This design comes from an exercise in tuning for small area, a short achievable clock period and few clock cycles on the open sky130 flow, not from production work. At most, simulation tests tie the RTL to the original design; equivalence was not proved. Function not checked in runs 3 and 4: the RTL went through the layout flow alone. Power is estimated from default activity; no workload was simulated.

==> design.v <==
module grayscale(
  input  [23:0] d,
  output [7:0]  q
  );
wire [11:0] r = {4'b0000, d[7:0]};
wire [11:0] g = {4'b0000, d[15:8]};
wire [11:0] b = {4'b0000, d[23:16]};
wire [11:0] total = (r << 2) + r + (g << 3) + g + (b << 1);
assign q = total[11:4];
endmodule
module sat_add(
  input  [7:0] a,
  input  [7:0] m,
  input        neg,
  output [7:0] q
  );
wire [8:0] r = {1'b0, a} + {1'b0, m ^ {8{neg}}} + {8'b0, neg};
wire       ovf = r[8] ^ neg;
assign q = ovf ? {8{~neg}} : r[7:0];
endmodule
module err_dif(
  input  [7:0] a,
  input  [6:0] c7,
  input  [6:0] ep,
  input        sp,
  input        m3,
  output [7:0] v,
  output       s,
  output [6:0] e,
  output [5:0] d7
  );
wire [8:0] ep3 = {2'b00, ep} + {1'b0, ep, 1'b0};
wire [4:0] d3  = m3 ? ep3[8:4] : 5'd0;
wire [7:0] t;
sat_add u_t(.a(a), .m({3'b000, d3}), .neg(sp), .q(t));
sat_add u_v(.a(t), .m({2'b00, c7[5:0]}), .neg(c7[6]), .q(v));
assign s  = v[7];
assign e  = v[6:0] ^ {7{v[7]}};
wire [9:0] e7 = {e, 3'b000} - {3'b000, e};
assign d7 = e7[9:4];
endmodule
module controller #(
  parameter W  = 800,
  parameter H  = 600,
  parameter K  = 4,
  parameter AW = 19
  ) (
  input               clk,
  input               rst,
  output reg [CW-1:0] c,
  output reg [XW-1:0] xo,
  output reg [AW-1:0] oa,
  output reg [AW-1:0] ia,
  output reg          rd,
  output reg          wr,
  output reg          en_o,
  output reg          en_i,
  output reg          done
  );
function integer lg2;
  input integer n;
  integer i;
  begin
    lg2 = 0;
    for (i = n - 1; i > 0; i = i >> 1)
      lg2 = lg2 + 1;
  end
endfunction
localparam integer NB  = H / K;
localparam integer CW  = lg2(K + 2);
localparam integer XW  = lg2(W);
localparam integer BW  = lg2(NB + 2);
localparam integer WK1 = W * (K + 1);
localparam [AW-1:0] D_RD   = W * K + K + 2;
localparam [AW-1:0] D_RDW  = W * K + K + 2 - WK1;
localparam [AW-1:0] D_L0   = -1;
localparam [AW-1:0] D_L0W  = WK1 - 1;
localparam [AW-1:0] D_LN   = -W - 1;
localparam [AW-1:0] D_LNW  = WK1 - W - 1;
localparam [AW-1:0] I_L2   = -2 * W - 2;
localparam [AW-1:0] I_L2W  = WK1 - 2 * W - 2;
localparam [AW-1:0] I_L3   = -3 * W - 2;
localparam [AW-1:0] I_L3W  = WK1 - 3 * W - 2;
localparam [AW-1:0] I_L0   = W * (K - 1) + K + 1;
localparam [AW-1:0] I_L0W  = W * (K - 1) + K + 1 - WK1;
localparam [AW-1:0] OA0    = W * (H - 1) + W - 3 - K;
localparam [XW-1:0] XO0    = W - 3 - K;
reg [BW-1:0] bo;
reg [CW-1:0] c_n;
reg [XW-1:0] xo_n;
reg [BW-1:0] bo_n;
reg [AW-1:0] doa, dia;
reg [XW:0]   xs;
reg          rd_n, wr_n, done_n;
always @(*) begin
  c_n = (c == K + 1) ? {CW{1'b0}} : c + 1'b1;
  xs  = {1'b0, xo} + (K + 2);
  bo_n = bo;
  if (c == 0) begin
    if (xs >= W) begin
      xo_n = xs - W;
      doa  = D_RDW;
      bo_n = bo + 1'b1;
    end else begin
      xo_n = xs[XW-1:0];
      doa  = D_RD;
    end
  end else begin
    if (xo == 0) begin
      xo_n = W - 1;
      doa  = (c == 1) ? D_L0W : D_LNW;
      bo_n = bo - 1'b1;
    end else begin
      xo_n = xo - 1'b1;
      doa  = (c == 1) ? D_L0 : D_LN;
    end
  end
  if (c_n == 1)
    dia = (xo_n < 2) ? I_L2W : I_L2;
  else if (c_n == 0 || c_n == K + 1)
    dia = ({1'b0, xo_n} + (K + 1) >= W) ? I_L0W : I_L0;
  else
    dia = (xo_n < 2) ? I_L3W : I_L3;
  done_n = done || (c == K + 1 && bo == NB && xo == W - 1);
  rd_n = 1'b0;
  wr_n = 1'b0;
  if (c_n == 1)
    rd_n = (bo_n >= 2 && bo_n <= NB);
  else if (c_n == 0)
    wr_n = (bo_n >= 1 && bo_n <= NB - 1);
  else
    wr_n = (bo_n >= 1 && bo_n <= NB);
  rd_n = rd_n && !done_n;
  wr_n = wr_n && !done_n;
end
always @(posedge clk or posedge rst) begin
  if (rst) begin
    c    <= 0;
    xo   <= XO0;
    bo   <= 0;
    oa   <= OA0;
    ia   <= 0;
    rd   <= 1'b0;
    wr   <= 1'b0;
    en_o <= 1'b0;
    en_i <= 1'b0;
    done <= 1'b0;
  end else begin
    c    <= c_n;
    xo   <= xo_n;
    bo   <= bo_n;
    oa   <= oa + doa;
    ia   <= oa + doa + dia;
    rd   <= rd_n;
    wr   <= wr_n;
    en_o <= rd_n || wr_n;
    en_i <= !done_n;
    done <= done_n;
  end
end
endmodule
module sipu_core #(
  parameter W  = 800,
  parameter H  = 600,
  parameter K  = 4,
  parameter AW = 19
  ) (
  input           clk,
  input           rst,
  input  [23:0]   in_mem_data,
  input  [7:0]    out_mem_data,
  output reg [7:0] mux_data,
  output          en_in_mem,
  output [AW-1:0] in_mem_addr,
  output          en_out_mem,
  output [AW-1:0] out_mem_addr,
  output          out_mem_read,
  output          out_mem_write,
  output          done
  );
function integer lg2;
  input integer n;
  integer i;
  begin
    lg2 = 0;
    for (i = n - 1; i > 0; i = i >> 1)
      lg2 = lg2 + 1;
  end
endfunction
localparam integer CW = lg2(K + 2);
localparam integer XW = lg2(W);
localparam integer RW = 19;
wire [CW-1:0] c;
wire [XW-1:0] xo;
controller #(.W(W), .H(H), .K(K), .AW(AW)) ctrl(
  .clk(clk), .rst(rst), .c(c), .xo(xo), .oa(out_mem_addr), .ia(in_mem_addr),
  .rd(out_mem_read), .wr(out_mem_write), .en_o(en_out_mem), .en_i(en_in_mem),
  .done(done));
reg [RW*(K+2)-1:0] ring;
reg [23:0]         in_q;
reg [6:0]          e_q;
reg                s_q;
wire [RW-1:0] head = ring[RW-1:0];
wire [7:0]    a    = head[7:0];
wire [3:0]    d1   = head[11:8];
wire [6:0]    c7   = head[18:12];
wire lane0 = (c == 1);
wire laneK = (c == K + 1);
wire x_last = (xo == 0);        
wire x_next_last = (xo == W - 1);
wire [7:0] v;
wire       s;
wire [6:0] e;
wire [5:0] d7;
wire m3 = !lane0 && !x_last;
err_dif ed(.a(a), .c7(c7), .ep(e_q), .sp(s_q && m3), .m3(m3),
           .v(v), .s(s), .e(e), .d7(d7));
wire [9:0] ep5 = {3'b000, e_q} + {1'b0, e_q, 2'b00};
wire [5:0] d5  = lane0 ? 6'd0 : ep5[9:4];
wire [2:0] d1n = (lane0 || x_next_last) ? 3'd0 : e_q[6:4];
wire [7:0] g, g1, a_calc;
grayscale gray(.d(in_q), .q(g));
sat_add u_g1(.a(g), .m({5'b00000, d1[2:0]}), .neg(d1[3]), .q(g1));
sat_add u_g5(.a(g1), .m({2'b00, d5}), .neg(s_q && !lane0), .q(a_calc));
wire [7:0] a_n  = (lane0 && out_mem_read) ? out_mem_data : a_calc;
wire [6:0] c7_n = (x_last || laneK) ? 7'd0 : {s, d7};
wire [3:0] d1_n = {s_q && !lane0 && !x_next_last, d1n};
always @(posedge clk) begin
  ring     <= {c7_n, d1_n, a_n, ring[RW*(K+2)-1:RW]};
  in_q     <= in_mem_data;
  e_q      <= e;
  s_q      <= s;
  mux_data <= laneK ? v : {8{s}};
end
endmodule
module top(clk,
           rst,
           done,
           in_mem_data,
           out_mem_data,
           mux_data,
           en_in_mem,
           in_mem_addr,
           en_out_mem,
           out_mem_addr,
           out_mem_read,
           out_mem_write
           );
  input  clk;
  input  rst;
  input  [23:0]  in_mem_data;
  input  [7:0]   out_mem_data;
  output [7:0]   mux_data;
  output         en_in_mem;
  output [31:0]  in_mem_addr;
  output         en_out_mem;
  output [31:0]  out_mem_addr;
  output         out_mem_read;
  output         out_mem_write;
  output done;
  wire [18:0] in_addr;
  wire [18:0] out_addr;
  assign in_mem_addr  = {13'd0, in_addr};
  assign out_mem_addr = {13'd0, out_addr};
  sipu_core #(.W(800), .H(600), .K(4), .AW(19)) core(
    .clk(clk), .rst(rst),
    .in_mem_data(in_mem_data), .out_mem_data(out_mem_data),
    .mux_data(mux_data),
    .en_in_mem(en_in_mem), .in_mem_addr(in_addr),
    .en_out_mem(en_out_mem), .out_mem_addr(out_addr),
    .out_mem_read(out_mem_read), .out_mem_write(out_mem_write),
    .done(done));
endmodule
==> run.sh <==
#!/bin/bash
# synth_recipe.tcl (not shown) runs the flow's synth.tcl, then flattens the netlist and writes it again
# the make line also repeats each setting of config.mk as NAME=value (left out here)
make -C /OpenROAD-flow-scripts/flow DESIGN_CONFIG=/design/flow/config.mk WORK_HOME=/design/flow/orfs CLKGATE_MAP_FILE= SYNTH_SCRIPT=/design/flow/synth_recipe.tcl finish
==> config.mk <==
export PLATFORM = sky130hd
export DESIGN_NAME = top
export DESIGN_NICKNAME = top
export VERILOG_FILES = /design/flow/design.v
export SDC_FILE = /design/flow/constraint.sdc
export NUM_CORES = 4
export LEC_CHECK = 0
export CAP_MARGIN = 20
export CORE_MARGIN = 2
export CORE_UTILIZATION = 40
export SLEW_MARGIN = 20
==> constraint.sdc <==
create_clock -name core_clock -period 24.0 [get_ports {clk}]
set_input_delay 4.8000 -clock core_clock [delete_from_list [all_inputs] [get_ports {clk}]]
set_output_delay 4.8000 -clock core_clock [all_outputs]
set_load 0.01 [all_outputs]
==> summary.log, run 1 <==
qor: layout.layout.core_utilization 0.471
qor: clock_network.cts_tree done
qor: logic_synthesis.number_of_flip_flops_and_latches_in_the_synthesized_netlist 217
qor: global_route.grt_util_all_layers 0.155
qor: routing.drt_first_pass_iters 5
qor: placed_design.place.port_buffers 84
qor: clock_network.insertion_delay 520 ps
qor: logic_synthesis.asyncSetResetFlopFracSynth 0.295
qor: timing.post-route-min-period 7500 ps
qor: clock_network.cts_hold_repair.buffers 0
qor: layout.final_design_area_no_fill 0.0135 mm²
qor: routing.wl 23500 µm
qor: layout.post_route_cells_drive_above_1_share 0.0720
qor: routing.routedWlPerCell 14.0 µm
qor: logic_synthesis.synthCells 1192
qor: global_route.first_global_vias 8032
qor: global_route.wire_length_of_the_first_global_routing_pass 39200 µm
qor: logic_synthesis.synth-edff-count 0
qor: logic_synthesis.synth-seq-area-share 0.404
qor: logic_synthesis.yosysUniqueCellTypes 88
qor: logic_synthesis.ys.flop_type sky130_fd_sc_hd__dfxtp_1
qor: clock_network.clk_pin_slew_worst_paths 60 ps
qor: layout.final_nets 1433
qor: clock_network.cts-root-to-sink-buffers 3
qor: timing.finalSetupViolations 0
qor: power.cellLeakagePower 6.17 nW
qor: logic_synthesis.portion_of_synthesized_cell_area_occupied_by_the_leading_cell_type 0.264
qor: setup_path.setup.worst_path.class flop to flop
qor: logic_synthesis.synthTopCellsByCount 153 x sky130_fd_sc_hd__dfxtp_1, 98 x sky130_fd_sc_hd__ha_1, 98 x sky130_fd_sc_hd__inv_1, 94 x sky130_fd_sc_hd__nand2_1, 92 x sky130_fd_sc_hd__nor2_1
qor: logic_synthesis.post_synth_main_area_contributors sky130_fd_sc_hd__dfxtp_1 26%, sky130_fd_sc_hd__ha_1 11%, sky130_fd_sc_hd__dfrtp_1 10%
qor: setup_path.crit_family compound AO/OA/AOI/OAI gates
qor: clock_network.cts_num_sinks 217
qor: logic_synthesis.yosys_warnings 2
qor: clock_network.numCtsBuffers 24
qor: die.io_count 111
qor: clock_network.post_cts.repair.setup_buffers 0
qor: routing.drc 0
qor: power.peakVddDrop 0.000129 V
qor: routing.dr.first_iter.drc_count 319
qor: status.status no timing/DRC/antenna violations
qor: placed_design.postPlaceCellArea 0.0127 mm²
qor: power.p_per_area 156 mW/mm²
qor: setup_path.timing.critical_path.buf_inv 2
qor: setup_path.crit_path_top_delay_cell sky130_fd_sc_hd__xnor2_1
qor: setup_path.critical_path.max_fanout 12
qor: timing.hold_viol 0
qor: timing.worst_pin_slew 947 ps
qor: timing.maxSlewViolCount 0
qor: timing.worst_slew_margin_rel 0.364
qor: power.total_power 2.10 mW
qor: clock_network.cts-htree-levels 1
qor: setup_path.worst_r2r_path_depth 27
qor: setup_path.crit_path_end_kind flop
qor: run.timing.max_cap.violations 0
qor: die.core.rowCount 62
qor: placed_design.dp_hpwl 17900 µm
qor: min_path.hold_path_class flop to flop
qor: global_route.pin_count_of_the_biggest_net_entering_global_routing 65
qor: setup_path.arrival_time_reported_for_the_critical_path_endpoint 7950 ps
qor: die.core-area 0.0286 mm²
qor: min_path.whs_path_depth 0
qor: setup_path.crit_required 24450 ps
qor: clock_network.ctsRootBufferMaster sky130_fd_sc_hd__clkbuf_16
qor: die.fp.dieW 174 µm
qor: logic_synthesis.synth_area_per_cell 9.73 µm²
qor: layout.n_antenna_cell 0
qor: routing.route.detailed.vias_per_inst 4.92
qor: setup_path.cp-start-kind flop
qor: setup_path.worst_path_most_repeated_cell sky130_fd_sc_hd__nor2_1
qor: logic_synthesis.syn-cell-area 0.0116 mm²
qor: routing.drtAntennaViolNets 0
qor: timing.rsz0062_at_grt false
qor: layout.filler_cell_count 2685
qor: timing.timing.setup.tns 0 ps
qor: global_route.grt_antenna_before_repair 0
qor: logic_synthesis.yosys.cell_count.top_type sky130_fd_sc_hd__dfxtp_1
qor: clock_network.total_of_cells_resized_after_clock_tree_synthesis 0
qor: die.die_area 0.0304 mm²
qor: timing.finalCritPeriodShare 0.313
qor: routing.num_vias 8241
qor: setup_path.critPathMaxStageDelay 840 ps
qor: die.initial_core_util 0.405
qor: placed_design.gp_congestion 0.868
qor: die.chipHeight 174 µm
qor: timing.fin_hold_ws 319 ps
qor: timing.clock-skew-final 16.8 ps
qor: logic_synthesis.post-synth-top-area-cell sky130_fd_sc_hd__dfxtp_1
qor: setup_path.critical_path_depth 27
qor: layout.area_delta_synth_final 16.3%
qor: timing.clock.fmax 133 MHz
qor: global_route.gr-total-overflow 0
[sequential cells by signal, indices dropped and copies added (netlist names), 3 cells and up]
register and count:
core.ring 114, core.in_q 24, core.ctrl.ia 19, core.ctrl.oa 19, core.ctrl.xo 10, core.ctrl.bo 8, core.mux_data 8, core.e_q 7
core.ctrl.c 3
[worst reg2reg max path, stage by stage, from the launching register on]
cell	delay [ps]
sky130_fd_sc_hd__dfrtp_1	470
sky130_fd_sc_hd__inv_1	140
sky130_fd_sc_hd__ha_1	210
sky130_fd_sc_hd__or4b_1	510
sky130_fd_sc_hd__nor2_1	250
sky130_fd_sc_hd__nand2_2	200
sky130_fd_sc_hd__ha_1	330
sky130_fd_sc_hd__inv_1	190
sky130_fd_sc_hd__nor2_1	110
sky130_fd_sc_hd__fa_1	450
sky130_fd_sc_hd__nand3_1	120
sky130_fd_sc_hd__a31o_2	180
sky130_fd_sc_hd__a21oi_1	120
sky130_fd_sc_hd__a211oi_2	450
sky130_fd_sc_hd__nor2_1	120
sky130_fd_sc_hd__fa_1	420
sky130_fd_sc_hd__a21o_1	170
sky130_fd_sc_hd__a21oi_1	220
sky130_fd_sc_hd__nor2b_1	80
sky130_fd_sc_hd__o21ai_0	190
sky130_fd_sc_hd__a21oi_1	290
sky130_fd_sc_hd__xnor2_1	840
sky130_fd_sc_hd__nor2_1	160
sky130_fd_sc_hd__ha_1	300
sky130_fd_sc_hd__a2111oi_2	330
sky130_fd_sc_hd__a221oi_2	120
sky130_fd_sc_hd__or4_1	400
sky130_fd_sc_hd__nand2_1	70
[where the power goes]
group	switching [mW]	total (mW)	internal, mW
clock network	0.147	0.361	0.213
registers	0.0423	0.530	0.488
logic	0.684	1.21	0.523
[layout make-up]
| cell class | instances | area (µm²) | share of cell area |
|---|---|---|---|
| clock inverters | 17 | 169 | 0.0125 |
| inverters | 101 | 379 | 0.0281 |
| flip-flops and latches | 217 | 4690 | 0.348 |
| clock buffers | 25 | 626 | 0.0464 |
| multi-input cells | 845 | 6280 | 0.466 |
| well taps | 384 | 480 | 0.0356 |
| repair buffers | 86 | 856 | 0.0635 |
[path summary, 6_finish.rpt]
| path | startpoint | to | slack, ps |
|---|---|---|---|
| max in group asynchronous | rst | core.ctrl.bo[6] | 18610 |
| min in group asynchronous | rst | core.ctrl.ia[5] | 4840 |
| hold / removal | core.ring[46] | core.ring[27] | 320 |
| setup reg to reg | core.ctrl.xo[1] | core.ring[112] | 16500 |
| setup / recovery | core.ctrl.xo[1] | core.ring[112] | 16500 |
| hold reg to reg | core.ring[46] | core.ring[27] | 320 |
[cells by family (layout without fill, tap and decap cells)]
| kind of cell | count (synthesis) | after routing | synth area share |
|---|---|---|---|
| muxes | 6 | 6 | 0.00529 |
| and+or+nand+nor | 314 | 314 | 0.130 |
| AOI/OAI and AO/OA | 247 | 247 | 0.146 |
| DFF | 217 | 217 | 0.404 |
| other | 1 | 26 | 0.000323 |
| buffers and inverters | 155 | 229 | 0.0619 |
| adders and majority gates | 137 | 137 | 0.162 |
| xor gates and xnor gates | 115 | 115 | 0.0908 |
[metal layers]
layer	GRT usage	up-vias	share of wire
met1	0.209	3807	0.47
met3	0.0308	41	0.050
met2	0.249	177	0.46
met5	0	-	0
met4	0.0483	0	0.024
li1	-	4216	-
[per-stage QoR]
| stage | worst slack [ps] | std cells |
|---|---|---|
| after floorplan | 17490 | 1217 |
| after global placement | 16700 | 1633 |
| after detailed placement | 16580 | 1633 |
| after CTS | 16540 | 1675 |
| after global routing | 15800 | 1675 |
| final | 16500 | 1675 |
[cell usage in the layout (no fill, tap or decap), types with 12 or more instances in the layout]
cell | netlist | final
sky130_fd_sc_hd__fa_1 | 26 | 26
sky130_fd_sc_hd__a31oi_1 | 16 | 16
sky130_fd_sc_hd__xnor2_1 | 62 | 62
sky130_fd_sc_hd__nor3_1 | 25 | 25
sky130_fd_sc_hd__dfrtp_1 | 47 | 47
sky130_fd_sc_hd__dfxtp_1 | 153 | 153
sky130_fd_sc_hd__ha_1 | 98 | 98
sky130_fd_sc_hd__nor2_1 | 92 | 92
sky130_fd_sc_hd__xor2_1 | 50 | 50
sky130_fd_sc_hd__clkdlybuf4s50_1 | 0 | 84
sky130_fd_sc_hd__and2_1 | 12 | 12
sky130_fd_sc_hd__nand3_1 | 17 | 17
sky130_fd_sc_hd__inv_1 | 98 | 97
sky130_fd_sc_hd__o21a_1 | 13 | 13
sky130_fd_sc_hd__a21o_1 | 25 | 25
sky130_fd_sc_hd__maj3_1 | 13 | 13
sky130_fd_sc_hd__dfstp_2 | 17 | 17
sky130_fd_sc_hd__clkbuf_16 | 0 | 25
sky130_fd_sc_hd__nand2_1 | 94 | 94
sky130_fd_sc_hd__conb_1 | 1 | 26
sky130_fd_sc_hd__o21ai_0 | 40 | 40
sky130_fd_sc_hd__a21oi_1 | 58 | 58
Testbench counts, summed over its fixed seeds: cycles 2,880,124.
==> run 2: changes to the inputs <==
--- a/design.v
+++ b/design.v
@@ -263,5 +263,5 @@
   assign in_mem_addr  = {13'd0, in_addr};
   assign out_mem_addr = {13'd0, out_addr};
-  sipu_core #(.W(800), .H(600), .K(4), .AW(19)) core(
+  sipu_core #(.W(800), .H(600), .K(6), .AW(19)) core(
     .clk(clk), .rst(rst),
     .in_mem_data(in_mem_data), .out_mem_data(out_mem_data),
==> summary.log, run 2 <==
qor: timing.finalCritPeriodShare 0.305 [was 0.313]
qor: logic_synthesis.synthCells 1207 [was 1192]
qor: power.swShare 0.402 [was 0.416]
qor: setup_path.regToRegSetupSlack 16680 ps [was 16500 ps]
qor: routing.drc 0 [unchanged]
qor: clock_network.cts_hold_repair.buffers 0 [unchanged]
qor: placed_design.preCtsSetupSlack 16680 ps [was 16580 ps]
qor: logic_synthesis.portion_of_synthesized_cell_area_occupied_by_the_leading_cell_type 0.313 [was 0.264]
qor: setup_path.crit-reg2reg-capture core.ring[150] [was core.ring[112]]
qor: routing.wl 23300 µm [was 23500 µm]
qor: layout.mostFrequentLayoutCell sky130_fd_sc_hd__dfxtp_1 [unchanged]
qor: logic_synthesis.post-synth-top-area-cell sky130_fd_sc_hd__dfxtp_1 [unchanged]
qor: power.total_power 2.25 mW [was 2.10 mW]
qor: power.internal_power 1.35 mW [was 1.22 mW]
qor: clock_network.cts_num_sinks 254 [was 217]
qor: logic_synthesis.post_synth_main_area_contributors sky130_fd_sc_hd__dfxtp_1 31%, sky130_fd_sc_hd__ha_1 10%, sky130_fd_sc_hd__dfrtp_1 9.0% [was sky130_fd_sc_hd__dfxtp_1 26%, sky130_fd_sc_hd__ha_1 11%, sky130_fd_sc_hd__dfrtp_1 10%]
qor: logic_synthesis.number_of_flip_flops_and_latches_in_the_synthesized_netlist 254 [was 217]
qor: placed_design.postPlaceCellArea 0.0134 mm² [was 0.0127 mm²]
qor: power.cellLeakagePower 6.42 nW [was 6.17 nW]
qor: timing.finalSetupViolations 0 [unchanged]
qor: timing.timing.setup.tns 0 ps [unchanged]
qor: logic_synthesis.synth_area_per_cell 10.1 µm² [was 9.73 µm²]
qor: global_route.gr-total-overflow 0 [unchanged]
qor: die.io_count 111 [unchanged]
qor: clock_network.clk_pin_slew_worst_paths 70 ps [was 60 ps]
qor: setup_path.cp-start-kind flop [unchanged]
qor: routing.route.detailed.vias_per_inst 4.84 [was 4.92]
qor: timing.clock-skew-final 14.0 ps [was 16.8 ps]
qor: setup_path.r2r_start core.ctrl.xo[3] [was core.ctrl.xo[1]]
qor: logic_synthesis.synthTopCellsByCount 191 x sky130_fd_sc_hd__dfxtp_1, 105 x sky130_fd_sc_hd__inv_1, 101 x sky130_fd_sc_hd__ha_1, 92 x sky130_fd_sc_hd__nor2_1, 72 x sky130_fd_sc_hd__nand2_1 [was 153 x sky130_fd_sc_hd__dfxtp_1, 98 x sky130_fd_sc_hd__ha_1, 98 x sky130_fd_sc_hd__inv_1, 94 x sky130_fd_sc_hd__nand2_1, 92 x sky130_fd_sc_hd__nor2_1]
qor: placed_design.place.port_buffers 84 [unchanged]
qor: setup_path.arrival_time_reported_for_the_critical_path_endpoint 7790 ps [was 7950 ps]
qor: layout.area_delta_synth_final 17.4% [was 16.3%]
qor: power.pwr-share-seq 0.274 [was 0.253]
qor: die.core.rowCount 63 [was 62]
qor: power.total_switching_power 0.904 mW [was 0.873 mW]
qor: clock_network.post_cts.repair.setup_buffers 0 [unchanged]
qor: timing.worst_slew_margin_rel 0.374 [was 0.364]
qor: timing.rsz0062_at_grt false [unchanged]
qor: global_route.first_global_vias 8077 [was 8032]
qor: layout.filler_cell_count 2743 [was 2685]
qor: clock_network.total_of_cells_resized_after_clock_tree_synthesis 0 [unchanged]
qor: setup_path.timing.critical_path.from core.ctrl.xo[3] [was core.ctrl.xo[1]]
qor: layout.max_flop_register core.ring [unchanged]
qor: power.peakVddDrop 0.000148 V [was 0.000129 V]
qor: layout.layout.cells.most_common_list 191 x sky130_fd_sc_hd__dfxtp_1, 104 x sky130_fd_sc_hd__inv_1, 101 x sky130_fd_sc_hd__ha_1, 92 x sky130_fd_sc_hd__nor2_1, 84 x sky130_fd_sc_hd__clkdlybuf4s50_1 [was 153 x sky130_fd_sc_hd__dfxtp_1, 98 x sky130_fd_sc_hd__ha_1, 97 x sky130_fd_sc_hd__inv_1, 94 x sky130_fd_sc_hd__nand2_1, 92 x sky130_fd_sc_hd__nor2_1]
qor: power.p_per_area 157 mW/mm² [was 156 mW/mm²]
qor: logic_synthesis.asyncSetResetFlopFracSynth 0.248 [was 0.295]
qor: logic_synthesis.syn-cell-area 0.0122 mm² [was 0.0116 mm²]
qor: global_route.grt_util_all_layers 0.147 [was 0.155]
qor: clock_network.cts-root-to-sink-buffers 3 [unchanged]
qor: layout.final_design_area_no_fill 0.0143 mm² [was 0.0135 mm²]
qor: clock_network.insertion_delay 540 ps [was 520 ps]
qor: power.p_comb_frac 0.530 [was 0.575]
qor: clock_network.ctsRootBufferMaster sky130_fd_sc_hd__clkbuf_16 [unchanged]
qor: setup_path.crit_required 24470 ps [was 24450 ps]
qor: run.timing.max_cap.violations 0 [unchanged]
qor: setup_path.worst_r2r_path_depth 23 [was 27]
qor: power.clock_power_share 0.196 [was 0.172]
qor: global_route.wire_length_of_the_first_global_routing_pass 38100 µm [was 39200 µm]
qor: routing.drtAntennaViolNets 0 [unchanged]
qor: global_route.pin_count_of_the_biggest_net_entering_global_routing 64 [was 65]
qor: setup_path.setup.worst_path.class flop to flop [unchanged]
qor: logic_synthesis.ys.flop_type sky130_fd_sc_hd__dfxtp_1 [unchanged]
qor: routing.num_vias 8274 [was 8241]
qor: placed_design.gp_congestion 0.852 [was 0.868]
qor: layout.post_route_cells_drive_above_1_share 0.0766 [was 0.0720]
qor: die.fp.dieW 179 µm [was 174 µm]
qor: clock_network.cts-htree-levels 1 [unchanged]
qor: placed_design.dp_hpwl 17500 µm [was 17900 µm]
qor: logic_synthesis.yosys_warnings 2 [unchanged]
qor: setup_path.cp-endpoint core.ring[150] [was core.ring[112]]
qor: layout.final_nets 1460 [was 1433]
qor: routing.drt_first_pass_iters 4 [was 5]
qor: layout.biggestRegsByFlops core.ring (152), core.in_q (24) [was core.ring (114), core.in_q (24)]
qor: timing.hold_viol 0 [unchanged]
qor: layout.sequential_cell_area 0.00542 mm² [was 0.00469 mm²]
qor: timing.final_critical_path_setup_slack 16680 ps [was 16500 ps]
qor: layout.largest_reg_flops 152 [was 114]
qor: layout.n_antenna_cell 0 [unchanged]
qor: logic_synthesis.yosysUniqueCellTypes 92 [was 88]
qor: logic_synthesis.synth-seq-area-share 0.444 [was 0.404]
qor: routing.routedWlPerCell 13.6 µm [was 14.0 µm]
qor: clock_network.cts_tree done [unchanged]
qor: timing.clock.fmax 137 MHz [was 133 MHz]
qor: setup_path.crit_path_end_kind flop [unchanged]
qor: status.status no timing/DRC/antenna violations [unchanged]
qor: timing.post-route-min-period 7320 ps [was 7500 ps]
qor: logic_synthesis.synth-edff-count 0 [unchanged]
qor: timing.maxSlewViolCount 0 [unchanged]
qor: layout.multiInputGateArea 0.00619 mm² [was 0.00628 mm²]
qor: global_route.grt_antenna_before_repair 0 [unchanged]
qor: timing.worst_pin_slew 936 ps [was 947 ps]
qor: die.chipHeight 179 µm [was 174 µm]
qor: routing.dr.first_iter.drc_count 375 [was 319]
qor: min_path.hold_path_class flop to flop [unchanged]
qor: die.initial_core_util 0.409 [was 0.405]
qor: die.core-area 0.0299 mm² [was 0.0286 mm²]
qor: clock_network.numCtsBuffers 27 [was 24]
qor: logic_synthesis.yosys.cell_count.top_type sky130_fd_sc_hd__dfxtp_1 [unchanged]
qor: setup_path.critical_path.max_fanout 13 [was 12]
qor: die.die_area 0.0320 mm² [was 0.0304 mm²]
==> run 2: cell count changes after synthesis, moves of 6 or more <==
| cell | before | now |
|---|---|---|
| sky130_fd_sc_hd__a21boi_0 | 11 | 5 |
| sky130_fd_sc_hd__a21oi_1 | 58 | 71 |
| sky130_fd_sc_hd__a31oi_1 | 16 | 7 |
| sky130_fd_sc_hd__dfxtp_1 | 153 | 191 |
| sky130_fd_sc_hd__inv_1 | 98 | 105 |
| sky130_fd_sc_hd__nand2_1 | 94 | 72 |
| sky130_fd_sc_hd__nor2b_1 | 6 | 12 |
| sky130_fd_sc_hd__o31ai_1 | 10 | 1 |
| sky130_fd_sc_hd__xor2_1 | 50 | 42 |
==> run 2: power groups by stage <==
stage          Sequential (mW)  Combinational (mW)  Clock, mW
6_report                 0.618                1.19      0.440
5_1_grt                  0.633                1.34      0.472
4_1_cts                  0.621                1.20      0.454
3_5_place_dp             0.629                1.19          0
3_3_place_gp             0.625                1.18          0
2_1_floorplan            0.608               0.968          0
==> run 2: worst max-delay path, cell delays in order (launching register included) <==
cell,delay [ps]
sky130_fd_sc_hd__dfrtp_1,460
sky130_fd_sc_hd__nor4_1,510
sky130_fd_sc_hd__and3_1,410
sky130_fd_sc_hd__clkinv_1,310
sky130_fd_sc_hd__ha_1,380
sky130_fd_sc_hd__inv_1,180
sky130_fd_sc_hd__nor2_1,110
sky130_fd_sc_hd__fa_1,470
sky130_fd_sc_hd__a211oi_2,230
sky130_fd_sc_hd__o211ai_1,250
sky130_fd_sc_hd__a21oi_4,300
sky130_fd_sc_hd__a21oi_1,80
sky130_fd_sc_hd__ha_1,380
sky130_fd_sc_hd__a21o_1,180
sky130_fd_sc_hd__a21oi_1,250
sky130_fd_sc_hd__nand2_1,150
sky130_fd_sc_hd__a21boi_1,740
sky130_fd_sc_hd__nor2_1,280
sky130_fd_sc_hd__o32ai_1,400
sky130_fd_sc_hd__o21ai_1,140
sky130_fd_sc_hd__o21bai_2,220
sky130_fd_sc_hd__o2111ai_2,200
sky130_fd_sc_hd__a2111oi_4,430
sky130_fd_sc_hd__mux2i_1,210
==> run 2: worst min-delay path by stage <==
stage	startpoint	to	cells after the start
after floorplan	core.ring[19]	core.ring[0]	0
after global placement	core.ring[35]	core.ring[16]	0
after detailed placement	core.ring[125]	core.ring[106]	0
after CTS	core.ring[103]	core.ring[84]	0
after global routing	core.ring[103]	core.ring[84]	0
final	core.ring[103]	core.ring[84]	0
==> run 2: logic make-up after synthesis <==
family | after synthesis | share of synthesized area
other | 1 | 0.000307
xor gates and xnor gates | 106 | 0.0783
buffers and inverters | 157 | 0.0571
adders and majority gates | 138 | 0.155
DFF | 254 | 0.444
and+or+nand+nor | 303 | 0.122
AOI/OAI and AO/OA | 244 | 0.139
muxes | 4 | 0.00338
==> run 2: layer usage <==
layer / global-route usage / share of wire / up-vias
met3: 0.0373 / 0.057 / 33
met4: 0.0403 / 0.020 / 0
li1: - / - / 4262
met1: 0.191 / 0.47 / 3846
met5: 0 / 0 / -
met2: 0.244 / 0.46 / 133
==> run 2: layout make-up <==
class,instances,area share
tap,390,0.0340
multi-input combinational,821,0.432
clock inverter,15,0.0151
sequential,254,0.378
clock buffer,34,0.0524
inverter,108,0.0283
timing repair buffer,87,0.0602
==> run 2: metrics by stage <==
| stage | hold WS, ps | utilization | instances |
|---|---|---|---|
| 3_5_place_dp | 312 | 0.448 | 1660 |
| 5_1_grt | 321 | 0.480 | 1709 |
| 3_3_place_gp | 310 | 0.448 | 1660 |
| 2_1_floorplan | 310 | - | 1232 |
| 6_report | 316 | 0.480 | 1709 |
| 4_1_cts | 321 | 0.480 | 1709 |
Testbench counts of run 2, summed over its fixed seeds: cycles 2,560,228.
==> run 3: changes to the inputs <==
--- a/design.v
+++ b/design.v
@@ -21,5 +21,5 @@
 module err_dif(
   input  [7:0] a,
-  input  [6:0] c7,
+  input  [7:0] c7,
   input  [6:0] ep,
   input        sp,
@@ -27,16 +27,14 @@
   output [7:0] v,
   output       s,
-  output [6:0] e,
-  output [5:0] d7
+  output [6:0] e
   );
 wire [8:0] ep3 = {2'b00, ep} + {1'b0, ep, 1'b0};
 wire [4:0] d3  = m3 ? ep3[8:4] : 5'd0;
+wire [9:0] e7  = {c7[6:0], 3'b000} - {3'b000, c7[6:0]};
 wire [7:0] t;
 sat_add u_t(.a(a), .m({3'b000, d3}), .neg(sp), .q(t));
-sat_add u_v(.a(t), .m({2'b00, c7[5:0]}), .neg(c7[6]), .q(v));
+sat_add u_v(.a(t), .m({2'b00, e7[9:4]}), .neg(c7[7]), .q(v));
 assign s  = v[7];
 assign e  = v[6:0] ^ {7{v[7]}};
-wire [9:0] e7 = {e, 3'b000} - {3'b000, e};
-assign d7 = e7[9:4];
 endmodule
 module controller #(
@@ -55,6 +53,9 @@
   output reg          wr,
   output reg          en_o,
-  output reg          en_i,
-  output reg          done
+  output reg          done,
+  output reg          idle,      
+  output reg          lane_k,    
+  output reg          x_last,    
+  output reg          x_nlast    
   );
 function integer lg2;
@@ -134,4 +135,6 @@
   wr_n = wr_n && !done_n;
 end
+always @(posedge clk)
+  ia <= oa + doa + dia;
 always @(posedge clk or posedge rst) begin
   if (rst) begin
@@ -140,10 +143,12 @@
     bo   <= 0;
     oa   <= OA0;
-    ia   <= 0;
     rd   <= 1'b0;
     wr   <= 1'b0;
     en_o <= 1'b0;
-    en_i <= 1'b0;
     done <= 1'b0;
+    idle <= 1'b1;
+    lane_k <= 1'b0;
+    x_last <= 1'b0;
+    x_nlast <= 1'b0;
   end else begin
     c    <= c_n;
@@ -151,10 +156,12 @@
     bo   <= bo_n;
     oa   <= oa + doa;
-    ia   <= oa + doa + dia;
     rd   <= rd_n;
     wr   <= wr_n;
     en_o <= rd_n || wr_n;
-    en_i <= !done_n;
     done <= done_n;
+    idle <= (c_n == 0);
+    lane_k <= (c_n == K + 1);
+    x_last <= (xo_n == 0);
+    x_nlast <= (xo_n == W - 1);
   end
 end
@@ -179,57 +186,39 @@
   output          done
   );
-function integer lg2;
-  input integer n;
-  integer i;
-  begin
-    lg2 = 0;
-    for (i = n - 1; i > 0; i = i >> 1)
-      lg2 = lg2 + 1;
-  end
-endfunction
-localparam integer CW = lg2(K + 2);
-localparam integer XW = lg2(W);
-localparam integer RW = 19;
-wire [CW-1:0] c;
-wire [XW-1:0] xo;
+localparam integer RW = 20;
+wire idle, lane_k, x_last, x_nlast;
 controller #(.W(W), .H(H), .K(K), .AW(AW)) ctrl(
-  .clk(clk), .rst(rst), .c(c), .xo(xo), .oa(out_mem_addr), .ia(in_mem_addr),
-  .rd(out_mem_read), .wr(out_mem_write), .en_o(en_out_mem), .en_i(en_in_mem),
-  .done(done));
+  .clk(clk), .rst(rst), .c(), .xo(), .oa(out_mem_addr), .ia(in_mem_addr),
+  .rd(out_mem_read), .wr(out_mem_write), .en_o(en_out_mem), .done(done),
+  .idle(idle), .lane_k(lane_k), .x_last(x_last), .x_nlast(x_nlast));
+assign en_in_mem = 1'b1;
 reg [RW*(K+2)-1:0] ring;
 reg [23:0]         in_q;
-reg [6:0]          e_q;
-reg                s_q;
+reg [6:0]          e_q;      
+reg                s_q;      
 wire [RW-1:0] head = ring[RW-1:0];
 wire [7:0]    a    = head[7:0];
 wire [3:0]    d1   = head[11:8];
-wire [6:0]    c7   = head[18:12];
-wire lane0 = (c == 1);
-wire laneK = (c == K + 1);
-wire x_last = (xo == 0);        
-wire x_next_last = (xo == W - 1);
+wire [7:0]    c7   = head[19:12];
 wire [7:0] v;
 wire       s;
 wire [6:0] e;
-wire [5:0] d7;
-wire m3 = !lane0 && !x_last;
-err_dif ed(.a(a), .c7(c7), .ep(e_q), .sp(s_q && m3), .m3(m3),
-           .v(v), .s(s), .e(e), .d7(d7));
+err_dif ed(.a(a), .c7(c7), .ep(e_q), .sp(s_q), .m3(!x_last),
+           .v(v), .s(s), .e(e));
 wire [9:0] ep5 = {3'b000, e_q} + {1'b0, e_q, 2'b00};
-wire [5:0] d5  = lane0 ? 6'd0 : ep5[9:4];
-wire [2:0] d1n = (lane0 || x_next_last) ? 3'd0 : e_q[6:4];
+wire [2:0] d1n = x_nlast ? 3'd0 : e_q[6:4];
 wire [7:0] g, g1, a_calc;
 grayscale gray(.d(in_q), .q(g));
 sat_add u_g1(.a(g), .m({5'b00000, d1[2:0]}), .neg(d1[3]), .q(g1));
-sat_add u_g5(.a(g1), .m({2'b00, d5}), .neg(s_q && !lane0), .q(a_calc));
-wire [7:0] a_n  = (lane0 && out_mem_read) ? out_mem_data : a_calc;
-wire [6:0] c7_n = (x_last || laneK) ? 7'd0 : {s, d7};
-wire [3:0] d1_n = {s_q && !lane0 && !x_next_last, d1n};
+sat_add u_g5(.a(g1), .m({2'b00, ep5[9:4]}), .neg(s_q), .q(a_calc));
+wire [7:0] a_n  = out_mem_read ? out_mem_data : a_calc;
+wire [7:0] c7_n = (x_last || lane_k) ? 8'd0 : {s, e};
+wire [3:0] d1_n = {s_q && !x_nlast, d1n};
 always @(posedge clk) begin
   ring     <= {c7_n, d1_n, a_n, ring[RW*(K+2)-1:RW]};
   in_q     <= in_mem_data;
-  e_q      <= e;
-  s_q      <= s;
-  mux_data <= laneK ? v : {8{s}};
+  e_q      <= idle ? 7'd0 : e;
+  s_q      <= s && !idle;
+  mux_data <= lane_k ? v : {8{s}};
 end
 endmodule
==> summary.log, run 3 <==
qor: setup_path.crit_path_top_delay_cell sky130_fd_sc_hd__fa_1 [was sky130_fd_sc_hd__a21boi_1]
qor: timing.clock.fmax 134 MHz [was 137 MHz]
qor: timing.post-route-min-period 7490 ps [was 7320 ps]
qor: clock_network.ctsRootBufferMaster sky130_fd_sc_hd__clkbuf_16 [unchanged]
qor: placed_design.preCtsSetupSlack 16470 ps [was 16680 ps]
qor: layout.n_antenna_cell 0 [unchanged]
qor: timing.worst_pin_slew 617 ps [was 936 ps]
qor: logic_synthesis.yosys_warnings 2 [unchanged]
qor: logic_synthesis.synth-seq-area-share 0.453 [was 0.444]
qor: timing.timing.setup.tns 0 ps [unchanged]
qor: timing.clock-skew-final 44.5 ps [was 14.0 ps]
qor: min_path.min_from core.ring[102] [was core.ring[103]]
qor: logic_synthesis.post-synth-top-area-cell sky130_fd_sc_hd__dfxtp_1 [unchanged]
qor: run.timing.max_cap.violations 0 [unchanged]
qor: min_path.hold_path_class flop to flop [unchanged]
qor: layout.post_layout_nonfiller_instances 1717 [was 1709]
qor: die.core-area 0.0304 mm² [was 0.0299 mm²]
qor: power.cellLeakagePower 6.48 nW [was 6.42 nW]
qor: layout.area_delta_synth_final 16.8% [was 17.4%]
qor: clock_network.cts-htree-levels 1 [unchanged]
qor: placed_design.gp_congestion 0.812 [was 0.852]
qor: timing.final_critical_path_setup_slack 16510 ps [was 16680 ps]
qor: global_route.global_route_met2_usage 0.241 [was 0.244]
qor: layout.final_nets 1462 [was 1460]
qor: die.io_count 111 [unchanged]
qor: setup_path.crit_required 24390 ps [was 24470 ps]
qor: routing.drc 0 [unchanged]
qor: layout.post_route_cells_drive_above_1_share 0.0840 [was 0.0766]
qor: layout.max_flop_register core.ring [unchanged]
qor: setup_path.critPathMaxStageDelay 530 ps [was 740 ps]
qor: global_route.first_global_vias 8355 [was 8077]
qor: die.initial_core_util 0.405 [was 0.409]
qor: timing.hold_viol 0 [unchanged]
qor: power.swShare 0.361 [was 0.402]
qor: setup_path.arrival_time_reported_for_the_critical_path_endpoint 7880 ps [was 7790 ps]
qor: routing.drtAntennaViolNets 0 [unchanged]
qor: global_route.pin_count_of_the_biggest_net_entering_global_routing 48 [was 64]
qor: setup_path.timing.critical_path.from core.in_q[1] [was core.ctrl.xo[3]]
qor: setup_path.r2r_start core.in_q[1] [was core.ctrl.xo[3]]
qor: logic_synthesis.synth-edff-count 0 [unchanged]
qor: layout.layout.core_utilization 0.473 [was 0.480]
qor: setup_path.setup.worst_path.class flop to flop [unchanged]
qor: clock_network.numCtsBuffers 28 [was 27]
qor: placed_design.dp_cells 1666 [was 1660]
qor: logic_synthesis.syn-cell-area 0.0123 mm² [was 0.0122 mm²]
qor: clock_network.insertion_delay 570 ps [was 540 ps]
qor: power.p_comb_frac 0.409 [was 0.530]
qor: logic_synthesis.yosysUniqueCellTypes 87 [was 92]
qor: die.die_area 0.0322 mm² [was 0.0320 mm²]
qor: clock_network.cts-root-to-sink-buffers 3 [unchanged]
qor: placed_design.dp_hpwl 17400 µm [was 17500 µm]
qor: global_route.gr-max-usage-layer met2 [unchanged]
qor: logic_synthesis.number_of_flip_flops_and_latches_in_the_synthesized_netlist 266 [was 254]
qor: routing.dr.first_iter.drc_count 344 [was 375]
qor: layout.final_design_area_no_fill 0.0144 mm² [was 0.0143 mm²]
qor: setup_path.critical_path.max_fanout 9 [was 13]
qor: global_route.grt_antenna_before_repair 0 [unchanged]
qor: logic_synthesis.asyncSetResetFlopFracSynth 0.177 [was 0.248]
qor: layout.mostFrequentLayoutCell sky130_fd_sc_hd__dfxtp_1 [unchanged]
qor: setup_path.cp-start-kind flop [unchanged]
qor: layout.layout.cells.most_common_list 219 x sky130_fd_sc_hd__dfxtp_1, 107 x sky130_fd_sc_hd__inv_1, 102 x sky130_fd_sc_hd__ha_1, 92 x sky130_fd_sc_hd__nor2_1, 83 x sky130_fd_sc_hd__clkdlybuf4s50_1 [was 191 x sky130_fd_sc_hd__dfxtp_1, 104 x sky130_fd_sc_hd__inv_1, 101 x sky130_fd_sc_hd__ha_1, 92 x sky130_fd_sc_hd__nor2_1, 84 x sky130_fd_sc_hd__clkdlybuf4s50_1]
qor: timing.finalCritPeriodShare 0.312 [was 0.305]
qor: global_route.wire_length_of_the_first_global_routing_pass 39900 µm [was 38100 µm]
qor: routing.num_vias 8300 [was 8274]
qor: timing.fin_hold_ws 288 ps [was 316 ps]
qor: logic_synthesis.portion_of_synthesized_cell_area_occupied_by_the_leading_cell_type 0.356 [was 0.313]
qor: timing.finalSetupViolations 0 [unchanged]
qor: power.total_power 1.79 mW [was 2.25 mW]
qor: power.total_switching_power 0.646 mW [was 0.904 mW]
qor: routing.route.detailed.vias_per_inst 4.83 [was 4.84]
qor: power.internal_power 1.14 mW [was 1.35 mW]
qor: logic_synthesis.synthCells 1209 [was 1207]
qor: clock_network.total_of_cells_resized_after_clock_tree_synthesis 0 [unchanged]
qor: clock_network.cts_hold_repair.buffers 0 [unchanged]
qor: timing.maxSlewViolCount 0 [unchanged]
qor: placed_design.place.port_buffers 83 [was 84]
qor: logic_synthesis.synthTopCellsByCount 219 x sky130_fd_sc_hd__dfxtp_1, 108 x sky130_fd_sc_hd__inv_1, 102 x sky130_fd_sc_hd__ha_1, 92 x sky130_fd_sc_hd__nor2_1, 64 x sky130_fd_sc_hd__a21oi_1 [was 191 x sky130_fd_sc_hd__dfxtp_1, 105 x sky130_fd_sc_hd__inv_1, 101 x sky130_fd_sc_hd__ha_1, 92 x sky130_fd_sc_hd__nor2_1, 72 x sky130_fd_sc_hd__nand2_1]
qor: power.pwr-share-seq 0.353 [was 0.274]
qor: routing.wl 23600 µm [was 23300 µm]
qor: power.clock_power_share 0.238 [was 0.196]
qor: placed_design.postPlaceCellArea 0.0135 mm² [was 0.0134 mm²]
qor: power.p_per_area 124 mW/mm² [was 157 mW/mm²]
qor: logic_synthesis.yosys.cell_count.top_type sky130_fd_sc_hd__dfxtp_1 [unchanged]
qor: logic_synthesis.ys.flop_type sky130_fd_sc_hd__dfxtp_1 [unchanged]
qor: clock_network.cts_tree done [unchanged]
qor: layout.biggestRegsByFlops core.ring (160), core.in_q (24) [was core.ring (152), core.in_q (24)]
qor: clock_network.clk_pin_slew_worst_paths 60 ps [was 70 ps]
qor: status.status no timing/DRC/antenna violations [unchanged]
qor: global_route.global_route.usage.met3 0.0298 [was 0.0373]
qor: timing.worst_slew_margin_rel 0.578 [was 0.374]
qor: die.chipHeight 179 µm [about the same]
qor: power.peakVddDrop 0.000127 V [was 0.000148 V]
qor: routing.routedWlPerCell 13.8 µm [was 13.6 µm]
qor: global_route.use_met1 0.195 [was 0.191]
qor: setup_path.worst_path_most_repeated_cell sky130_fd_sc_hd__a21oi_1
qor: die.core.rowCount 64 [was 63]
qor: clock_network.post_cts.repair.setup_buffers 0 [unchanged]
qor: timing.rsz0062_at_grt false [unchanged]
qor: routing.drt_first_pass_iters 4 [unchanged]
qor: global_route.gr-total-overflow 0 [unchanged]
qor: layout.largest_reg_flops 160 [was 152]
qor: logic_synthesis.post_synth_main_area_contributors sky130_fd_sc_hd__dfxtp_1 36%, sky130_fd_sc_hd__ha_1 10%, sky130_fd_sc_hd__dfrtp_1 5.5% [was sky130_fd_sc_hd__dfxtp_1 31%, sky130_fd_sc_hd__ha_1 10%, sky130_fd_sc_hd__dfrtp_1 9.0%]
qor: global_route.grt_util_all_layers 0.146 [was 0.147]
qor: setup_path.crit_path_end_kind flop [unchanged]
qor: die.fp.dieW 179 µm [about the same]
qor: clock_network.cts_num_sinks 266 [was 254]
qor: logic_synthesis.synth_area_per_cell 10.2 µm² [was 10.1 µm²]
[run 3: worst paths after layout]
kind                              endpoint  cells after the start  slack, ps
max in group asynchronous  core.ctrl.xo[3]                      3      18820
min in group asynchronous     core.ctrl.wr                      3       4720
setup reg to reg            core.ring[147]                     30      16510
hold / removal               core.ring[82]                      0        290
setup / recovery            core.ring[147]                     30      16510
hold reg to reg              core.ring[82]                      0        290
[run 3: metal layers]
metal | vias to the layer above | routed length [µm]
li1 | 4246 | -
met1 | 3870 | 11100
met2 | 140 | 10900
met3 | 44 | 1050
met4 | 0 | 563
met5 | - | 0
[run 3: power by group through the flow]
stage,clock [mW],combinational (mW),sequential [mW]
4_1_cts,0.440,0.740,0.635
5_1_grt,0.456,0.826,0.645
6_report,0.426,0.731,0.631
2_1_floorplan,0,0.561,0.626
3_5_place_dp,0,0.730,0.642
3_3_place_gp,0,0.728,0.640
[run 3: logic make-up after synthesis]
| family | count (synthesis) | share of synthesized area |
|---|---|---|
| buffers and inverters | 161 | 0.0592 |
| muxes | 5 | 0.00437 |
| DFF | 266 | 0.453 |
| and+or+nand+nor | 302 | 0.126 |
| adders and majority gates | 138 | 0.154 |
| other | 2 | 0.000610 |
| AOI/OAI and AO/OA | 228 | 0.125 |
| xor gates and xnor gates | 107 | 0.0782 |
[run 3: area by class of cell]
class                      count  area (µm²)
clock buffer                  37         795
clock inverter                14         144
fill                        2904       16000
inverter                     109         409
multi-input combinational    807        6100
sequential                   266        5590
tap                          396         495
timing repair buffer          88         868
[run 3: worst max-delay path, delay by kind of cell (launching register included)]
kind / cells / cell delay [ps]
flops: 1 / 350
mux: 1 / 300
buf+inv: 3 / 190
fa+ha+maj: 7 / 3070
xor+xnor: 1 / 170
simple gates: 3 / 460
compound gates: 15 / 2810
==> run 4: changes to the inputs <==
--- a/config.mk
+++ b/config.mk
@@ -6,4 +6,5 @@
 export NUM_CORES = 4
 export LEC_CHECK = 0
+export ABC_AREA = 1
 export CAP_MARGIN = 20
 export CORE_MARGIN = 2
==> summary.log, run 4 <==
qor: setup_path.crit_path_end_kind flop [unchanged]
qor: clock_network.cts-root-to-sink-buffers 3 [unchanged]
qor: setup_path.critPathMaxStageDelay 530 ps [about the same]
qor: logic_synthesis.yosys_warnings 2 [unchanged]
qor: global_route.grt_antenna_before_repair 0 [unchanged]
qor: logic_synthesis.synthTopCellsByCount 231 x sky130_fd_sc_hd__nand2_1, 219 x sky130_fd_sc_hd__dfxtp_1, 215 x sky130_fd_sc_hd__inv_1, 102 x sky130_fd_sc_hd__ha_1, 100 x sky130_fd_sc_hd__a21oi_1 [was 219 x sky130_fd_sc_hd__dfxtp_1, 108 x sky130_fd_sc_hd__inv_1, 102 x sky130_fd_sc_hd__ha_1, 92 x sky130_fd_sc_hd__nor2_1, 64 x sky130_fd_sc_hd__a21oi_1]
qor: placed_design.place.port_buffers 83 [unchanged]
qor: setup_path.arrival_time_reported_for_the_critical_path_endpoint 7100 ps [was 7880 ps]
qor: die.core.rowCount 64 [unchanged]
qor: layout.mostFrequentLayoutCell sky130_fd_sc_hd__nand2_1 [was sky130_fd_sc_hd__dfxtp_1]
qor: layout.biggestRegsByFlops core.ring (160), core.in_q (24) [unchanged]
qor: logic_synthesis.portion_of_synthesized_cell_area_occupied_by_the_leading_cell_type 0.350 [was 0.356]
qor: setup_path.setup.worst_path.class flop to flop [unchanged]
qor: routing.drc 0 [unchanged]
qor: layout.max_flop_register core.ring [unchanged]
qor: die.die_area 0.0328 mm² [was 0.0322 mm²]
qor: layout.n_antenna_cell 0 [unchanged]
qor: placed_design.dp_hpwl 19000 µm [was 17400 µm]
qor: layout.layout.cells.most_common_list 231 x sky130_fd_sc_hd__nand2_1, 219 x sky130_fd_sc_hd__dfxtp_1, 214 x sky130_fd_sc_hd__inv_1, 102 x sky130_fd_sc_hd__ha_1, 100 x sky130_fd_sc_hd__a21oi_1 [was 219 x sky130_fd_sc_hd__dfxtp_1, 107 x sky130_fd_sc_hd__inv_1, 102 x sky130_fd_sc_hd__ha_1, 92 x sky130_fd_sc_hd__nor2_1, 83 x sky130_fd_sc_hd__clkdlybuf4s50_1]
qor: clock_network.numCtsBuffers 27 [was 28]
qor: status.status no timing/DRC/antenna violations [unchanged]
qor: logic_synthesis.post_synth_main_area_contributors sky130_fd_sc_hd__dfxtp_1 35%, sky130_fd_sc_hd__ha_1 10%, sky130_fd_sc_hd__nand2_1 6.9% [was sky130_fd_sc_hd__dfxtp_1 36%, sky130_fd_sc_hd__ha_1 10%, sky130_fd_sc_hd__dfrtp_1 5.5%]
qor: layout.largest_reg_flops 160 [unchanged]
qor: routing.wl 24900 µm [was 23600 µm]
qor: die.chipHeight 181 µm [was 179 µm]
qor: timing.worst_pin_slew 890 ps [was 617 ps]
qor: setup_path.worst_path_most_repeated_cell sky130_fd_sc_hd__inv_1 [was sky130_fd_sc_hd__a21oi_1]
qor: timing.rsz0062_at_grt false [unchanged]
qor: clock_network.total_of_cells_resized_after_clock_tree_synthesis 0 [unchanged]
qor: die.io_count 111 [unchanged]
qor: layout.area_delta_synth_final 16.7% [was 16.8%]
qor: clock_network.cts_tree done [unchanged]
qor: timing.finalCritPeriodShare 0.278 [was 0.312]
qor: min_path.hold_path_class flop to flop [unchanged]
qor: clock_network.post_cts.repair.setup_buffers 0 [unchanged]
qor: layout.post_route_cells_drive_above_1_share 0.0737 [was 0.0840]
qor: power.cellLeakagePower 7.24 nW [was 6.48 nW]
qor: setup_path.critical_path.max_fanout 7 [was 9]
qor: logic_synthesis.synth-seq-area-share 0.445 [was 0.453]
qor: timing.fin_hold_ws 319 ps [was 288 ps]
qor: die.initial_core_util 0.408 [was 0.405]
qor: logic_synthesis.synth-edff-count 0 [unchanged]
qor: routing.route.detailed.vias_per_inst 4.68 [was 4.83]
qor: global_route.first_global_vias 8769 [was 8355]
qor: logic_synthesis.yosys.cell_count.top_type sky130_fd_sc_hd__nand2_1 [was sky130_fd_sc_hd__dfxtp_1]
qor: power.total_power 1.74 mW [was 1.79 mW]
qor: placed_design.dp_cells 1880 [was 1666]
qor: clock_network.clk_pin_slew_worst_paths 60 ps [about the same]
qor: timing.clock-skew-final 10.5 ps [was 44.5 ps]
qor: clock_network.cts_num_sinks 266 [unchanged]
qor: global_route.gr-total-overflow 0 [unchanged]
qor: clock_network.insertion_delay 540 ps [was 570 ps]
qor: logic_synthesis.asyncSetResetFlopFracSynth 0.177 [unchanged]
qor: routing.dr.first_iter.drc_count 344 [unchanged]
qor: placed_design.gp_congestion 0.908 [was 0.812]
qor: logic_synthesis.post-synth-top-area-cell sky130_fd_sc_hd__dfxtp_1 [unchanged]
qor: layout.multiInputGateArea 0.00594 mm² [was 0.00610 mm²]
qor: logic_synthesis.syn-cell-area 0.0125 mm² [was 0.0123 mm²]
qor: die.core-area 0.0307 mm² [was 0.0304 mm²]
qor: power.p_per_area 119 mW/mm² [was 124 mW/mm²]
qor: global_route.pin_count_of_the_biggest_net_entering_global_routing 48 [unchanged]
qor: clock_network.cts-htree-levels 1 [unchanged]
qor: logic_synthesis.ys.flop_type sky130_fd_sc_hd__dfxtp_1 [unchanged]
qor: logic_synthesis.yosysUniqueCellTypes 51 [was 87]
qor: routing.drtAntennaViolNets 0 [unchanged]
qor: run.timing.max_cap.violations 0 [unchanged]
qor: timing.timing.setup.tns 0 ps [unchanged]
qor: timing.maxSlewViolCount 0 [unchanged]
qor: setup_path.cp-start-kind flop [unchanged]
qor: timing.post-route-min-period 6670 ps [was 7490 ps]
qor: layout.sequential_cell_area 0.00559 mm² [unchanged]
qor: logic_synthesis.number_of_flip_flops_and_latches_in_the_synthesized_netlist 266 [unchanged]
qor: timing.finalSetupViolations 0 [unchanged]
qor: global_route.grt_util_all_layers 0.149 [was 0.146]
qor: routing.drt_first_pass_iters 5 [was 4]
qor: global_route.wire_length_of_the_first_global_routing_pass 40600 µm [was 39900 µm]
qor: routing.num_vias 9019 [was 8300]
qor: layout.post_layout_nonfiller_instances 1929 [was 1717]
qor: setup_path.crit_required 24430 ps [was 24390 ps]
qor: timing.hold_viol 0 [unchanged]
qor: layout.layout.core_utilization 0.476 [was 0.473]
qor: timing.clock.fmax 150 MHz [was 134 MHz]
qor: setup_path.crit_path_top_delay_cell sky130_fd_sc_hd__fa_1 [unchanged]
qor: layout.final_nets 1675 [was 1462]
qor: clock_network.cts_hold_repair.buffers 0 [unchanged]
qor: layout.filler_cell_count 3006 [was 2904]
qor: timing.worst_slew_margin_rel 0.405 [was 0.578]
qor: routing.routedWlPerCell 12.9 µm [was 13.8 µm]
qor: die.fp.dieW 181 µm [was 179 µm]
qor: logic_synthesis.synthCells 1416 [was 1209]
qor: clock_network.ctsRootBufferMaster sky130_fd_sc_hd__clkbuf_16 [unchanged]
qor: power.peakVddDrop 0.0000879 V [was 0.000127 V]
qor: logic_synthesis.synth_area_per_cell 8.86 µm² [was 10.2 µm²]
run 4: changes by cell type after synthesis, moves of 19 or more:
cell                      previous run  this run
sky130_fd_sc_hd__xnor2_1            57        24
sky130_fd_sc_hd__nand2_1            58       231
sky130_fd_sc_hd__xor2_1             48        72
sky130_fd_sc_hd__nor3_1             31        12
sky130_fd_sc_hd__inv_1             108       215
sky130_fd_sc_hd__a21oi_1            64       100
sky130_fd_sc_hd__nand3_1            20        54
run 4: metrics by stage:
stage                     cell area (µm²)  setup slack, ps
after global routing                14600            16730
after global placement              13700            17460
after floorplan                     12600            17960
after detailed placement            13700            17320
after CTS                           14600            17290
final                               14600            17330
run 4: where the power goes:
part | internal [mW] | total (mW) | switching [mW]
combinational | 0.257 | 0.680 | 0.423
sequential | 0.594 | 0.631 | 0.0364
clock | 0.258 | 0.430 | 0.172
total | 1.11 | 1.74 | 0.631
run 4: area by class of cell:
type	instances	area share
flip-flops and latches	266	0.382
multi-input cells	912	0.406
clock inverters	11	0.00889
well taps	396	0.0339
inverters	223	0.0573
repair buffers	83	0.0568
clock buffers	38	0.0553
run 4: final timing paths:
path | startpoint | end | slack [ps] | cells past startpoint
worst min-delay path | core.ring[60] | core.ring[40] | 320 | 0
max in group asynchronous | rst | core.ctrl.oa[3] | 18740 | 2
worst min register to register | core.ring[60] | core.ring[40] | 320 | 0
worst max register to register | core.in_q[1] | core.ring[146] | 17330 | 35
worst max-delay path | core.in_q[1] | core.ring[146] | 17330 | 35
min in group asynchronous | rst | core.ctrl.wr | 4730 | 2
run 4: routing by layer:
metal / track usage / up-vias / wire [µm]
met5: 0 / - / 0
met4: 0.0400 / 0 / 595
met3: 0.0294 / 46 / 1010
met2: 0.261 / 133 / 11800
met1: 0.188 / 4172 / 11500
li1: - / 4668 / -
run 4: cells by family (layout without fill, tap and decap cells):
family	after synthesis	in the layout	synth area share
compound gates	210	210	0.0930
other cells	2	27	0.000599
simple gates	450	450	0.160
flops	266	266	0.445
xor+xnor	97	97	0.0692
buf+inv	263	355	0.0883
fa+ha+maj	128	128	0.143
run 4: worst max-delay path, delay by kind of cell, from the launching register on:
| kind | cells | cell delay (ps) |
|---|---|---|
| flip-flops | 1 | 360 |
| XOR/XNOR | 1 | 140 |
| adder cells (fa/ha/maj) | 6 | 2580 |
| AND/OR/NAND/NOR | 10 | 1120 |
| buffers and inverters | 6 | 440 |
| AO/OA/AOI/OAI | 12 | 1900 |

re-timing with driven ports:
The results above use ideal ports. As a check the final layouts listed here were re-extracted and re-timed, cells and wires unchanged.
Step 1 sets driving cells, clkbuf_16 on the clock port and buf_2 on the other inputs (assumed; they add their load-dependent delay and slew).
Step 2 times the ports against the registers' clock, not the clock port: input delays grow and output delays shrink by t, the midpoint of the rising clock arrivals with the driver on.
a / b / c = ideal / step 1 / step 2; a / b = the first two.
| run | t, ns | setup WS [ns] | latest minus earliest clock arrival (ns) | worst register clock-pin slew, ns | pins driven straight from the clock port |
|---|---|---|---|---|---|
| run 1 | 0.558 | 16.497 / 16.497 / 16.497 | 0.017 / 0.017 | 0.06 / 0.06 | 1 |
| run 2 | 0.587 | 16.681 / 16.681 / 16.681 | 0.017 / 0.017 | 0.07 / 0.07 | 1 |
| run 3 | 0.594 | 16.512 / 16.512 / 16.512 | 0.046 / 0.046 | 0.06 / 0.06 | 1 |
| run 4 | 0.586 | 17.335 / 17.335 / 17.335 | 0.011 / 0.010 | 0.07 / 0.07 | 1 |
After both steps every run listed still meets setup and hold.
